Source: an optimization exercise on an open RTL-to-GDS flow (aim: small area, a short achievable clock period and few clock cycles). Production flows keep margins and buffers that such runs may drop.
Where RTL was checked, it was by simulation tests only, not by an equivalence proof against the original.

==> v2: inputs <==
==> flow/design.v <==
module lab9(x,y,z,clk,reset,start,done);
input [7:0]x,y;
input clk,reset;
input start;
output [7:0]z;
output done;
reg [7:0] a, b;
reg busy;
wire [7:0] o = a | b;
wire [7:0] lo = {|o[6:0], |o[5:0], |o[4:0], |o[3:0], |o[2:0], |o[1:0], o[0], 1'b0};
wire [7:0] m0 = ~lo;                      
wire a_odd = |(a & m0);
wire b_odd = |(b & m0);
wire d_2 = ~|((a ^ b) & ~{lo[6:0], 1'b0});
wire d_3 = ~|((a ^ b) & ~{lo[5:0], 2'b0});
wire [6:0] u = a[7:1], v = b[7:1];
wire [6:0] pr = ~(u ^ v);                 
wire [6:0] g = u & ~v;
wire [6:0] t = u | ~v;
wire [6:0] G, T;
wire g10 = g[1] | (t[1] & g[0]),  t10 = t[1] & t[0];
wire g32 = g[3] | (t[3] & g[2]),  t32 = t[3] & t[2];
wire g54 = g[5] | (t[5] & g[4]),  t54 = t[5] & t[4];
wire g20 = g[2] | (t[2] & g10),   t20 = t[2] & t10;
wire g30 = g32 | (t32 & g10),     t30 = t32 & t10;
wire g64 = g[6] | (t[6] & g54),   t64 = t[6] & t54;
assign G[0] = g[0];              assign T[0] = t[0];
assign G[1] = g10;               assign T[1] = t10;
assign G[2] = g20;               assign T[2] = t20;
assign G[3] = g30;               assign T[3] = t30;
assign G[4] = g[4] | (t[4] & g30); assign T[4] = t[4] & t30;
assign G[5] = g54 | (t54 & g30);   assign T[5] = t54 & t30;
assign G[6] = g64 | (t64 & g30);   assign T[6] = t64 & t30;
wire [6:0] c  = {G[5:0], 1'b0};           
wire [6:0] c1 = {G[5:0] | T[5:0], 1'b1};  
wire [6:0] dab = pr ^ c1;                 
wire [6:0] dba = ~(pr ^ c);               
wire a_ge = G[6] | T[6];                  
wire fin = ~|a;
assign z = b;
assign done = busy & fin;
always @(posedge clk) begin
	if (reset)
		busy <= 1'b0;
	else if (start)
		busy <= 1'b1;
	else if (fin)
		busy <= 1'b0;
end
wire sh_a  = ~start & ~a_odd;             
wire sh_b  = ~start & a_odd & ~b_odd;     
wire sub   = ~start & a_odd & b_odd;      
wire [6:0] dd = pr ^ (a_ge ? c1 : ~c);    
wire [7:0] dsel = ({8{~d_2}} & dd) | ({8{d_2 & ~d_3}} & dd[6:1]) | ({8{d_3}} & dd[6:2]);
wire [7:0] a_nx = ({8{start}} & x) | ({8{sh_a}} & (a >> 1)) | ({8{sub}} & dsel) | ({8{sh_b}} & a);
wire [7:0] b_nx = ({8{start}} & (|y ? y : x)) | ({8{sh_b}} & (b >> 1)) | ({8{sub & ~a_ge}} & a)
                | ({8{sh_a | (sub & a_ge)}} & b);
always @(posedge clk) begin
	a <= a_nx;
	b <= b_nx;
end
endmodule
==> flow/flow/run.sh <==
#!/bin/bash
# The standard layout, with the smallest buffer on every input and output port
# instead of the one buffer_ports picks by default.
set -euo pipefail
bash standard.sh "BUFFER_PORTS_ARGS=-buffer_cell sky130_fd_sc_hd__buf_1" finish > standard.log 2>&1
==> flow/standard.sh <==
#!/bin/bash
# synth_recipe.tcl (not shown) runs the flow's synth.tcl, then flattens the netlist and writes it again
# the make line also repeats each setting of config.mk as NAME=value (left out here)
make -C /OpenROAD-flow-scripts/flow DESIGN_CONFIG=/design/flow/config.mk WORK_HOME=/design/flow/orfs CLKGATE_MAP_FILE= SYNTH_SCRIPT=/design/flow/synth_recipe.tcl "${@:-finish}"
==> flow/config.mk <==
export PLATFORM = sky130hd
export DESIGN_NAME = lab9
export DESIGN_NICKNAME = lab9
export VERILOG_FILES = /design/flow/design.v
export SDC_FILE = /design/flow/constraint.sdc
export NUM_CORES = 4
export LEC_CHECK = 0
export ABC_AREA = 1
export CAP_MARGIN = 20
export CORE_MARGIN = 2
export CORE_UTILIZATION = 40
export CTS_BUF_LIST = sky130_fd_sc_hd__clkbuf_4 sky130_fd_sc_hd__clkbuf_8
export SETUP_SLACK_MARGIN = 2.8
export SLEW_MARGIN = 20
==> flow/constraint.sdc <==
create_clock -name core_clock -period 5.0 [get_ports {clk}]
set_input_delay 1.0000 -clock core_clock [delete_from_list [all_inputs] [get_ports {clk}]]
set_output_delay 1.0000 -clock core_clock [all_outputs]
set_load 0.01 [all_outputs]
==> inputs of v37, as changes to v2 <==
==> flow/design.v (replaced) <==
module lab9(x,y,z,clk,reset,start,done);
input [7:0]x,y;
input clk,reset;
input start;
output [7:0]z;
output done;
reg [7:0] a, b;
reg busy;
wire [7:0] o = a | b;
wire [7:0] m = o & ~(o - 8'd1);           
wire a_even = ~|(a & m);
wire b_even = ~|(b & m);
wire fin = (a == b) | ~|a | ~|b;
wire [8:0] dab = {1'b0, a} - {1'b0, b};
wire [7:0] dba = b - a;
wire a_ge = ~dab[8];
assign done = busy & fin;
assign z = a | b;
always @(posedge clk) begin
	if (reset) begin
		busy <= 1'b0;
	end else if (start && (!busy || fin)) begin
		a <= x;
		b <= y;
		busy <= 1'b1;
	end else if (busy) begin
		if (fin) begin
			busy <= 1'b0;
		end else if (a_even) begin
			a <= a >> 1;
		end else if (b_even) begin
			b <= b >> 1;
		end else if (a_ge) begin
			a <= dab[7:1];
		end else begin
			a <= dba[7:1];
			b <= a;
		end
	end
end
endmodule
==> flow/run.sh (new file) <==
#!/bin/bash
# synth_recipe.tcl (not shown) runs the flow's synth.tcl, then flattens the netlist and writes it again
# the make line also repeats each setting of config.mk as NAME=value (left out here)
make -C /OpenROAD-flow-scripts/flow DESIGN_CONFIG=/design/flow/config.mk WORK_HOME=/design/flow/orfs CLKGATE_MAP_FILE= SYNTH_SCRIPT=/design/flow/synth_recipe.tcl finish
==> flow/config.mk (replaced) <==
export PLATFORM = sky130hd
export DESIGN_NAME = lab9
export DESIGN_NICKNAME = lab9
export VERILOG_FILES = /design/flow/design.v
export SDC_FILE = /design/flow/constraint.sdc
export NUM_CORES = 4
export LEC_CHECK = 0
export CAP_MARGIN = 20
export CORE_MARGIN = 2
export CORE_UTILIZATION = 40
export SLEW_MARGIN = 20
removed: flow/flow/run.sh
removed: flow/standard.sh
==> inputs of v35, as changes to v2 <==
==> flow/design.v (replaced) <==
module lab9(x,y,z,clk,reset,start,done);
input [7:0]x,y;
input clk,reset;
input start;
output [7:0]z;
output done;
reg [7:0] a, b;
reg busy;
wire [7:0] o = a | b;
wire [7:0] lo = {|o[6:0], |o[5:0], |o[4:0], |o[3:0], |o[2:0], |o[1:0], o[0], 1'b0};
wire [7:0] m0 = ~lo;                      
wire [7:0] m1 = lo & ~{lo[6:0], 1'b0};       
wire a_odd = |(a & m0);
wire b_odd = |(b & m0);
wire d_2 = ~|((a ^ b) & m1);              
wire [7:0] pr = ~(a ^ b);                 
wire [7:0] g = a & ~b;
wire [7:0] t = a | ~b;
wire [7:0] G, T;
wire g10 = g[1] | (t[1] & g[0]),  t10 = t[1] & t[0];
wire g32 = g[3] | (t[3] & g[2]),  t32 = t[3] & t[2];
wire g54 = g[5] | (t[5] & g[4]),  t54 = t[5] & t[4];
wire g76 = g[7] | (t[7] & g[6]),  t76 = t[7] & t[6];
wire g20 = g[2] | (t[2] & g10),   t20 = t[2] & t10;
wire g30 = g32 | (t32 & g10),     t30 = t32 & t10;
wire g64 = g[6] | (t[6] & g54),   t64 = t[6] & t54;
wire g74 = g76 | (t76 & g54),     t74 = t76 & t54;
assign G[0] = g[0];              assign T[0] = t[0];
assign G[1] = g10;               assign T[1] = t10;
assign G[2] = g20;               assign T[2] = t20;
assign G[3] = g30;               assign T[3] = t30;
assign G[4] = g[4] | (t[4] & g30); assign T[4] = t[4] & t30;
assign G[5] = g54 | (t54 & g30);   assign T[5] = t54 & t30;
assign G[6] = g64 | (t64 & g30);   assign T[6] = t64 & t30;
assign G[7] = g74 | (t74 & g30);   assign T[7] = t74 & t30;
wire [7:0] c  = {G[6:0], 1'b0};           
wire [7:0] c1 = {G[6:0] | T[6:0], 1'b1};  
wire [7:0] dab = pr ^ c1;                 
wire [7:0] dba = ~(pr ^ c);               
wire a_ge = G[7] | T[7];                  
wire fin = &pr | ~|a | ~|b;
assign done = busy & fin;
assign z = o;
always @(posedge clk) begin
	if (reset)
		busy <= 1'b0;
	else if (start)
		busy <= 1'b1;
	else if (fin)
		busy <= 1'b0;
end
always @(posedge clk) begin
	if (start) begin
		a <= x;
		b <= y;
	end else if (!a_odd) begin
		a <= a >> 1;
	end else if (!b_odd) begin
		b <= b >> 1;
	end else begin
		if (a_ge)
			a <= d_2 ? dab[7:2] : dab[7:1];
		else
			a <= d_2 ? dba[7:2] : dba[7:1];
		if (!a_ge)
			b <= a;
	end
end
endmodule
==> flow/config.mk (replaced) <==
export PLATFORM = sky130hd
export DESIGN_NAME = lab9
export DESIGN_NICKNAME = lab9
export VERILOG_FILES = /design/flow/design.v
export SDC_FILE = /design/flow/constraint.sdc
export NUM_CORES = 4
export LEC_CHECK = 0
export CAP_MARGIN = 20
export CORE_MARGIN = 2
export CORE_UTILIZATION = 40
export SETUP_SLACK_MARGIN = 2.0
export SLEW_MARGIN = 20
==> comparison table <==
	v37	v35	v2
Most common cell after layout, fill and taps aside	sky130_fd_sc_hd__inv_1	-	sky130_fd_sc_hd__nand2_1
Total vias in the final route	1676	1722	2124
Status	timing/DRC/antenna clean	timing/DRC/antenna clean	timing/DRC/antenna clean
Seq/total area	0.2255	0.2269	0.1546
Reg-to-Reg Start	a[1]	b[0]	a[3]
Die outline height	72.18 µm	72.16 µm	72.34 µm
Clock skew	0.001268 ns	0.007668 ns	0.005182 ns
Met2 layer usage reported by global route	0.3364	0.3435	0.3700
Function was not checked in any run of this note: the RTL went through the layout flow alone.

---

==> inputs of nickel <==
Another version of the RTL of lab9 (not shown whole).
==> module lab9, before the edit <==
module lab9(x,y,z,clk,reset,start,done);
input [7:0]x,y;
input clk,reset;
input start;
output [7:0]z;
output reg done;
reg [7:0] a, b;
reg busy;
wire [7:0] o = a | b;
wire [7:0] lo = {|o[6:0], |o[5:0], |o[4:0], |o[3:0], |o[2:0], |o[1:0], o[0], 1'b0};
wire [7:0] m0 = ~lo;                      
wire a_odd = |(a & m0);
wire b_odd = |(b & m0);
wire d_2 = ~|((a ^ b) & ~{lo[6:0], 1'b0});
wire d_3 = ~|((a ^ b) & ~{lo[5:0], 2'b0});
wire [6:0] u = a[7:1], v = b[7:1];
wire [6:0] pr = ~(u ^ v);                 
wire [6:0] g = u & ~v;
wire [6:0] t = u | ~v;
wire [6:0] G, T;
wire g10 = g[1] | (t[1] & g[0]),  t10 = t[1] & t[0];
wire g32 = g[3] | (t[3] & g[2]),  t32 = t[3] & t[2];
wire g54 = g[5] | (t[5] & g[4]),  t54 = t[5] & t[4];
wire g20 = g[2] | (t[2] & g10),   t20 = t[2] & t10;
wire g30 = g32 | (t32 & g10),     t30 = t32 & t10;
wire g64 = g[6] | (t[6] & g54),   t64 = t[6] & t54;
assign G[0] = g[0];              assign T[0] = t[0];
assign G[1] = g10;               assign T[1] = t10;
assign G[2] = g20;               assign T[2] = t20;
assign G[3] = g30;               assign T[3] = t30;
assign G[4] = g[4] | (t[4] & g30); assign T[4] = t[4] & t30;
assign G[5] = g54 | (t54 & g30);   assign T[5] = t54 & t30;
assign G[6] = g64 | (t64 & g30);   assign T[6] = t64 & t30;
wire [6:0] c  = {G[5:0], 1'b0};           
wire [6:0] c1 = {G[5:0] | T[5:0], 1'b1};  
wire [6:0] dab = pr ^ c1;                 
wire [6:0] dba = ~(pr ^ c);               
wire a_ge = G[6] | T[6];                  
wire fin = (a == b) | ~|a;
assign z = b;
always @(posedge clk) begin
	if (reset) begin
		busy <= 1'b0;
		done <= 1'b0;
	end else begin
		done <= busy & fin & ~start;
		if (start)
			busy <= 1'b1;
		else if (fin)
			busy <= 1'b0;
	end
end
wire sh_a  = ~start & ~a_odd;             
wire swp   = ~start & a_odd & ~b_odd;     
wire sub   = ~start & a_odd & b_odd;      
wire [6:0] dd = pr ^ (a_ge ? c1 : ~c);    
wire [7:0] dsel = ({8{~d_2}} & dd) | ({8{d_2 & ~d_3}} & dd[6:1]) | ({8{d_3}} & dd[6:2]);
wire [7:0] a_nx = ({8{start}} & x) | ({8{sh_a & |(a & ~{lo[6:0], 1'b0})}} & (a >> 1)) | ({8{sh_a & ~|(a & ~{lo[6:0], 1'b0})}} & (a >> 2)) | ({8{sub}} & dsel) | ({8{swp}} & (b >> 1));
wire [7:0] b_nx = ({8{start}} & y) | ({8{(sub & ~a_ge) | swp}} & a) | ({8{sh_a | (sub & a_ge)}} & b);
always @(posedge clk) begin
	a <= a_nx;
	b <= b_nx;
end
endmodule
==> flow/config.mk <==
export PLATFORM = sky130hd
export DESIGN_NAME = lab9
export DESIGN_NICKNAME = lab9
export VERILOG_FILES = /design/flow/design.v
export SDC_FILE = /design/flow/constraint.sdc
export NUM_CORES = 4
export LEC_CHECK = 0
export ABC_AREA = 1
export CAP_MARGIN = 20
export CORE_MARGIN = 2
export CORE_UTILIZATION = 40
export CTS_BUF_LIST = sky130_fd_sc_hd__clkbuf_4
export SETUP_SLACK_MARGIN = 2.9
export SLEW_MARGIN = 20
==> flow/constraint.sdc <==
create_clock -name core_clock -period 5.0 [get_ports {clk}]
set_input_delay 1.0000 -clock core_clock [delete_from_list [all_inputs] [get_ports {clk}]]
set_output_delay 1.0000 -clock core_clock [all_outputs]
set_load 0.01 [all_outputs]
standard.sh (not shown) runs the stock make flow with config.mk's settings and CLKGATE_MAP_FILE= SYNTH_SCRIPT=/design/flow/synth_recipe.tcl, a recipe that flattens the netlist after the stock synthesis.
==> flow/flow/run.sh <==
#!/bin/bash
# The standard layout with two changes: synthesis leaves the adder logic to
# ABC (ADDER_MAP_FILE empty skips Yosys's extract_fa and the adder cell map),
# and every input and output port gets the smallest buffer.
set -euo pipefail
bash standard.sh "ADDER_MAP_FILE=" \
  "BUFFER_PORTS_ARGS=-buffer_cell sky130_fd_sc_hd__buf_1" finish > standard.log 2>&1
==> indigo (differences from nickel) <==
==> flow/design.v, changed modules only <==
module lab9(x,y,z,clk,reset,start,done);
input [7:0]x,y;
input clk,reset;
input start;
output [7:0]z;
output reg done;
reg [7:0] a, b;
reg busy;
wire [7:0] o = a | b;
wire [7:0] lo = {|o[6:0], |o[5:0], |o[4:0], |o[3:0], |o[2:0], |o[1:0], o[0], 1'b0};
wire [7:0] m0 = ~lo;                      
wire [7:0] m1 = lo & ~{lo[6:0], 1'b0};       
wire a_odd = |(a & m0);
wire b_odd = |(b & m0);
wire d_2 = ~|((a ^ b) & m1);              
wire d_3 = d_2 & ~|((a ^ b) & {m1[6:0], 1'b0});  
wire [6:0] u = a[7:1], v = b[7:1];
wire [6:0] pr = ~(u ^ v);                 
wire [6:0] g = u & ~v;
wire [6:0] t = u | ~v;
wire [6:0] G, T;
wire g10 = g[1] | (t[1] & g[0]),  t10 = t[1] & t[0];
wire g32 = g[3] | (t[3] & g[2]),  t32 = t[3] & t[2];
wire g54 = g[5] | (t[5] & g[4]),  t54 = t[5] & t[4];
wire g20 = g[2] | (t[2] & g10),   t20 = t[2] & t10;
wire g30 = g32 | (t32 & g10),     t30 = t32 & t10;
wire g64 = g[6] | (t[6] & g54),   t64 = t[6] & t54;
assign G[0] = g[0];              assign T[0] = t[0];
assign G[1] = g10;               assign T[1] = t10;
assign G[2] = g20;               assign T[2] = t20;
assign G[3] = g30;               assign T[3] = t30;
assign G[4] = g[4] | (t[4] & g30); assign T[4] = t[4] & t30;
assign G[5] = g54 | (t54 & g30);   assign T[5] = t54 & t30;
assign G[6] = g64 | (t64 & g30);   assign T[6] = t64 & t30;
wire [6:0] c  = {G[5:0], 1'b0};           
wire [6:0] c1 = {G[5:0] | T[5:0], 1'b1};  
wire [6:0] dab = pr ^ c1;                 
wire [6:0] dba = ~(pr ^ c);               
wire a_ge = G[6] | T[6];                  
wire fin = (a == b) | ~|a;
assign z = b;
always @(posedge clk) begin
	if (reset) begin
		busy <= 1'b0;
		done <= 1'b0;
	end else begin
		done <= busy & fin & ~start;
		if (start)
			busy <= 1'b1;
		else if (fin)
			busy <= 1'b0;
	end
end
wire sh_a  = ~start & ~a_odd;             
wire sh_b  = ~start & a_odd & ~b_odd;     
wire sub   = ~start & a_odd & b_odd;      
wire [6:0] dd = pr ^ (a_ge ? c1 : ~c);    
wire [7:0] dsel = ({8{~d_2}} & dd) | ({8{d_2 & ~d_3}} & dd[6:1]) | ({8{d_3}} & dd[6:2]);
wire [7:0] a_nx = ({8{start}} & x) | ({8{sh_a}} & (a >> 1)) | ({8{sub}} & dsel) | ({8{sh_b}} & a);
wire [7:0] b_nx = ({8{start}} & (|y ? y : x)) | ({8{sh_b}} & (b >> 1)) | ({8{sub & ~a_ge}} & a)
                | ({8{sh_a | (sub & a_ge)}} & b);
always @(posedge clk) begin
	a <= a_nx;
	b <= b_nx;
end
endmodule
==> flow/flow/run.sh (replaced) <==
#!/bin/bash
# The standard layout, with the smallest buffer on every input and output port
# instead of the one buffer_ports picks by default.
set -euo pipefail
bash standard.sh "BUFFER_PORTS_ARGS=-buffer_cell sky130_fd_sc_hd__buf_1" finish > standard.log 2>&1
Settings changed: CTS_BUF_LIST sky130_fd_sc_hd__clkbuf_4 to not set, SETUP_SLACK_MARGIN 2.9 to 3.0.
==> tundra (differences from nickel) <==
==> flow/design.v, changed modules only <==
module lab9(x,y,z,clk,reset,start,done);
input [7:0]x,y;
input clk,reset;
input start;
output [7:0]z;
output done;
reg [7:0] a, b;
reg busy;
wire [7:0] o = a | b;
wire [7:0] lo = {|o[6:0], |o[5:0], |o[4:0], |o[3:0], |o[2:0], |o[1:0], o[0], 1'b0};
wire [7:0] m0 = ~lo;                      
wire [7:0] m1 = lo & ~{lo[6:0], 1'b0};       
wire a_odd = |(a & m0);
wire b_odd = |(b & m0);
wire d_2 = ~|((a ^ b) & m1);              
wire [7:0] pr = ~(a ^ b);                 
wire [7:0] g = a & ~b;
wire [7:0] t = a | ~b;
wire [7:0] G, T;
wire g10 = g[1] | (t[1] & g[0]),  t10 = t[1] & t[0];
wire g32 = g[3] | (t[3] & g[2]),  t32 = t[3] & t[2];
wire g54 = g[5] | (t[5] & g[4]),  t54 = t[5] & t[4];
wire g76 = g[7] | (t[7] & g[6]),  t76 = t[7] & t[6];
wire g20 = g[2] | (t[2] & g10),   t20 = t[2] & t10;
wire g30 = g32 | (t32 & g10),     t30 = t32 & t10;
wire g64 = g[6] | (t[6] & g54),   t64 = t[6] & t54;
wire g74 = g76 | (t76 & g54),     t74 = t76 & t54;
assign G[0] = g[0];              assign T[0] = t[0];
assign G[1] = g10;               assign T[1] = t10;
assign G[2] = g20;               assign T[2] = t20;
assign G[3] = g30;               assign T[3] = t30;
assign G[4] = g[4] | (t[4] & g30); assign T[4] = t[4] & t30;
assign G[5] = g54 | (t54 & g30);   assign T[5] = t54 & t30;
assign G[6] = g64 | (t64 & g30);   assign T[6] = t64 & t30;
assign G[7] = g74 | (t74 & g30);   assign T[7] = t74 & t30;
wire [7:0] c  = {G[6:0], 1'b0};           
wire [7:0] c1 = {G[6:0] | T[6:0], 1'b1};  
wire [7:0] dab = pr ^ c1;                 
wire [7:0] dba = ~(pr ^ c);               
wire a_ge = G[7] | T[7];                  
wire fin = &pr | ~|a | ~|b;
assign done = busy & fin;
assign z = o;
always @(posedge clk) begin
	if (reset)
		busy <= 1'b0;
	else if (start)
		busy <= 1'b1;
	else if (fin)
		busy <= 1'b0;
end
wire sh_a  = ~start & ~a_odd;             
wire sh_b  = ~start & a_odd & ~b_odd;     
wire sub   = ~start & a_odd & b_odd;      
wire [7:0] dsel = a_ge ? (d_2 ? dab[7:2] : dab[7:1]) : (d_2 ? dba[7:2] : dba[7:1]);
wire [7:0] a_nx = ({8{start}} & x) | ({8{sh_a}} & (a >> 1)) | ({8{sub}} & dsel) | ({8{sh_b}} & a);
wire [7:0] b_nx = ({8{start}} & y) | ({8{sh_b}} & (b >> 1)) | ({8{sub & ~a_ge}} & a)
                | ({8{sh_a | (sub & a_ge)}} & b);
always @(posedge clk) begin
	a <= a_nx;
	b <= b_nx;
end
endmodule
==> flow/flow/run.sh (replaced) <==
#!/bin/bash
# The standard layout, with the smallest buffer on every input and output port
# instead of the one buffer_ports picks by default.
set -euo pipefail
bash standard.sh "BUFFER_PORTS_ARGS=-buffer_cell sky130_fd_sc_hd__buf_1" finish > standard.log 2>&1
Settings changed: ABC_AREA 1 to not set, CTS_BUF_LIST sky130_fd_sc_hd__clkbuf_4 to not set, SETUP_SLACK_MARGIN 2.9 to 1.5.
==> lagoon (differences from nickel) <==
Settings changed: CORE_UTILIZATION 40 to 55, SETUP_SLACK_MARGIN 2.9 to 2.95.
==> impl_metrics.prom <==
# TYPE chip_impl_metric gauge
chip_impl_metric{name="nNonClkBuffers",unit=""} 30
chip_impl_info{name="synth.largest_area_cell",value="dfxtp_1"} 1
chip_impl_info{name="rsz0062_at_grt",value="no"} 1
chip_impl_metric{name="multi_input_area_share",unit="%"} 66.67
chip_impl_metric{name="vias_per_cell",unit=""} 5.852
chip_impl_metric{name="yosys.area_share.adder",unit="%"} 18.28
chip_impl_info{name="outcome",value="finished clean"} 1
chip_impl_metric{name="floorplan.die_area",unit="um^2"} 5325
chip_impl_metric{name="fin_ws",unit="ns"} 1.884
chip_impl_info{name="worstHoldEndpoint",value="busy"} 1
chip_impl_metric{name="synth_compound_gate_area_share",unit="%"} 27.02
chip_impl_info{name="most_common_library_cell_in_the_layout_ignoring_fill_and_taps",value="inv_1"} 1
chip_impl_metric{name="route.detailed.wl_per_inst",unit="um"} 17.04
chip_impl_info{name="regToRegEndpoint",value="a[2]"} 1
chip_impl_metric{name="die_h",unit="um"} 72.98
That was tundra.
==> impl_metrics.prom <==
# TYPE chip_impl_metric gauge
chip_impl_info{name="outcome",value="finished clean"} 1
chip_impl_metric{name="floorplan.die_area",unit="um^2"} 3772
chip_impl_info{name="largestRegisters",value="a x8, b x8"} 1
chip_impl_metric{name="multi_input_area_share",unit="%"} 63.56
chip_impl_metric{name="vias_per_cell",unit=""} 5.481
chip_impl_metric{name="fin_ws",unit="ns"} 3.063
chip_impl_metric{name="timing.reg2reg.worst_path_depth",unit=""} 15
chip_impl_metric{name="route.detailed.wl_per_inst",unit="um"} 12.95
chip_impl_metric{name="nNonClkBuffers",unit=""} 30
chip_impl_metric{name="die_h",unit="um"} 61.42
chip_impl_metric{name="synth_compound_gate_area_share",unit="%"} 14.15
chip_impl_info{name="worstHoldEndpoint",value="done"} 1
chip_impl_metric{name="yosys.area_share.adder",unit="%"} 0
chip_impl_info{name="rsz0062_at_grt",value="yes"} 1
chip_impl_info{name="most_common_library_cell_in_the_layout_ignoring_fill_and_taps",value="nand2_1"} 1
chip_impl_metric{name="cts_max_level",unit=""} 1
That was lagoon.
==> impl_metrics.prom <==
# TYPE chip_impl_metric gauge
chip_impl_info{name="setup.worst_path.start",value="a[1]"} 1
chip_impl_info{name="synth.largest_area_cell",value="nand2_1"} 1
chip_impl_info{name="outcome",value="finished clean"} 1
chip_impl_metric{name="synth_compound_gate_area_share",unit="%"} 14.15
chip_impl_metric{name="route.detailed.wl_per_inst",unit="um"} 13.37
chip_impl_metric{name="synth_seq_cells",unit=""} 18
chip_impl_info{name="regToRegEndpoint",value="a[2]"} 1
chip_impl_metric{name="nNonClkBuffers",unit=""} 34
chip_impl_metric{name="fin_ws",unit="ns"} 3.049
chip_impl_metric{name="clock_insertion_delay_worst_skew",unit="ns"} 0.30
chip_impl_metric{name="sequential_cell_total",unit=""} 18
chip_impl_metric{name="die_h",unit="um"} 71.33
chip_impl_info{name="yosys_most_used_dff",value="dfxtp_1"} 1
chip_impl_metric{name="first_global_vias",unit=""} 1924
chip_impl_info{name="worstHoldEndpoint",value="done"} 1
chip_impl_info{name="most_common_library_cell_in_the_layout_ignoring_fill_and_taps",value="nand2_1"} 1
That was nickel.
==> impl_metrics.prom <==
# TYPE chip_impl_metric gauge
chip_impl_info{name="post-synth-top-count-cell",value="nand2_1"} 1
chip_impl_metric{name="met1_length",unit="mm"} 2.952
chip_impl_info{name="cts.root.buffer_cell",value="clkbuf_8"} 1
chip_impl_info{name="most_common_library_cell_in_the_layout_ignoring_fill_and_taps",value="nand2_1"} 1
chip_impl_metric{name="yosys.area_share.adder",unit="%"} 13.64
chip_impl_metric{name="multi_input_area_share",unit="%"} 61.95
chip_impl_metric{name="vias_per_cell",unit=""} 5.528
chip_impl_metric{name="synth_compound_gate_area_share",unit="%"} 14.81
chip_impl_metric{name="fin_worst_hold_slack",unit="ns"} 0.4635
chip_impl_metric{name="timing.reg2reg.worst_path_depth",unit=""} 15
chip_impl_info{name="regToRegEndpoint",value="a[0]"} 1
chip_impl_info{name="outcome",value="finished clean"} 1
chip_impl_info{name="rsz0062_at_grt",value="yes"} 1
chip_impl_metric{name="route.detailed.wl_per_inst",unit="um"} 15.59
chip_impl_info{name="worstHoldEndpoint",value="busy"} 1
chip_impl_metric{name="layout-area-overhead-vs-synth",unit="%"} 44.22
chip_impl_metric{name="fin_ws",unit="ns"} 3.024
chip_impl_metric{name="nonClockInverterCount",unit=""} 49
That was indigo.
Testbench counts of nickel, summed over its fixed seeds: cycles 23,913.
Testbench counts of indigo, summed over its fixed seeds: cycles 25,276.
Testbench counts of tundra, summed over its fixed seeds: cycles 24,549.
Testbench counts of lagoon, summed over its fixed seeds: cycles 23,913.

==> port drivers added, routing unchanged <==
The flow's constraints put no driver on any port. The routed layouts listed below were extracted and timed again, unchanged, in two steps. Step 1 assumes that a clkbuf_16 drives the clock port and a buf_2 every other input. Step 2 times the ports against the registers' clock, not the clock port: input delays grow and output delays shrink by t, the midpoint of the rising clock arrivals with the driver on. Three values: ideal ports, drivers, drivers and shift; two values: the first two.
run | t, ns | setup WS [ns] | hold slack, ns | worst setup path at the end | worst register clock-pin slew, ns
v2 | 0.280 | 2.714 / 2.691 / 2.697 | 0.460 / 0.460 / 0.460 | input to register | 0.07 / 0.07
v37 | 0.268 | 1.411 / 1.391 / 1.618 | 0.580 / 0.580 / 0.580 | register to register | 0.06 / 0.06
v35 | 0.279 | 2.098 / 2.071 / 2.119 | 0.555 / 0.555 / 0.555 | register to register | 0.07 / 0.07
nickel | 0.319 | 3.049 / 3.043 / 2.789 | 0.444 / 0.444 / 0.444 | input to register | 0.11 / 0.11
indigo | 0.281 | 3.024 / 3.024 / 2.875 | 0.463 / 0.463 / 0.463 | input to register | 0.08 / 0.08
tundra | 0.275 | 1.884 / 1.879 / 1.884 | 0.537 / 0.537 / 0.537 | register to register | 0.06 / 0.06
lagoon | 0.317 | 3.063 / 3.063 / 2.797 | 0.442 / 0.442 / 0.442 | input to register | 0.10 / 0.10
After both steps every run listed still meets setup and hold. The setup slack of lagoon, which loses most, moves by 0.000 ns with the drivers and by -0.266 ns with both steps.
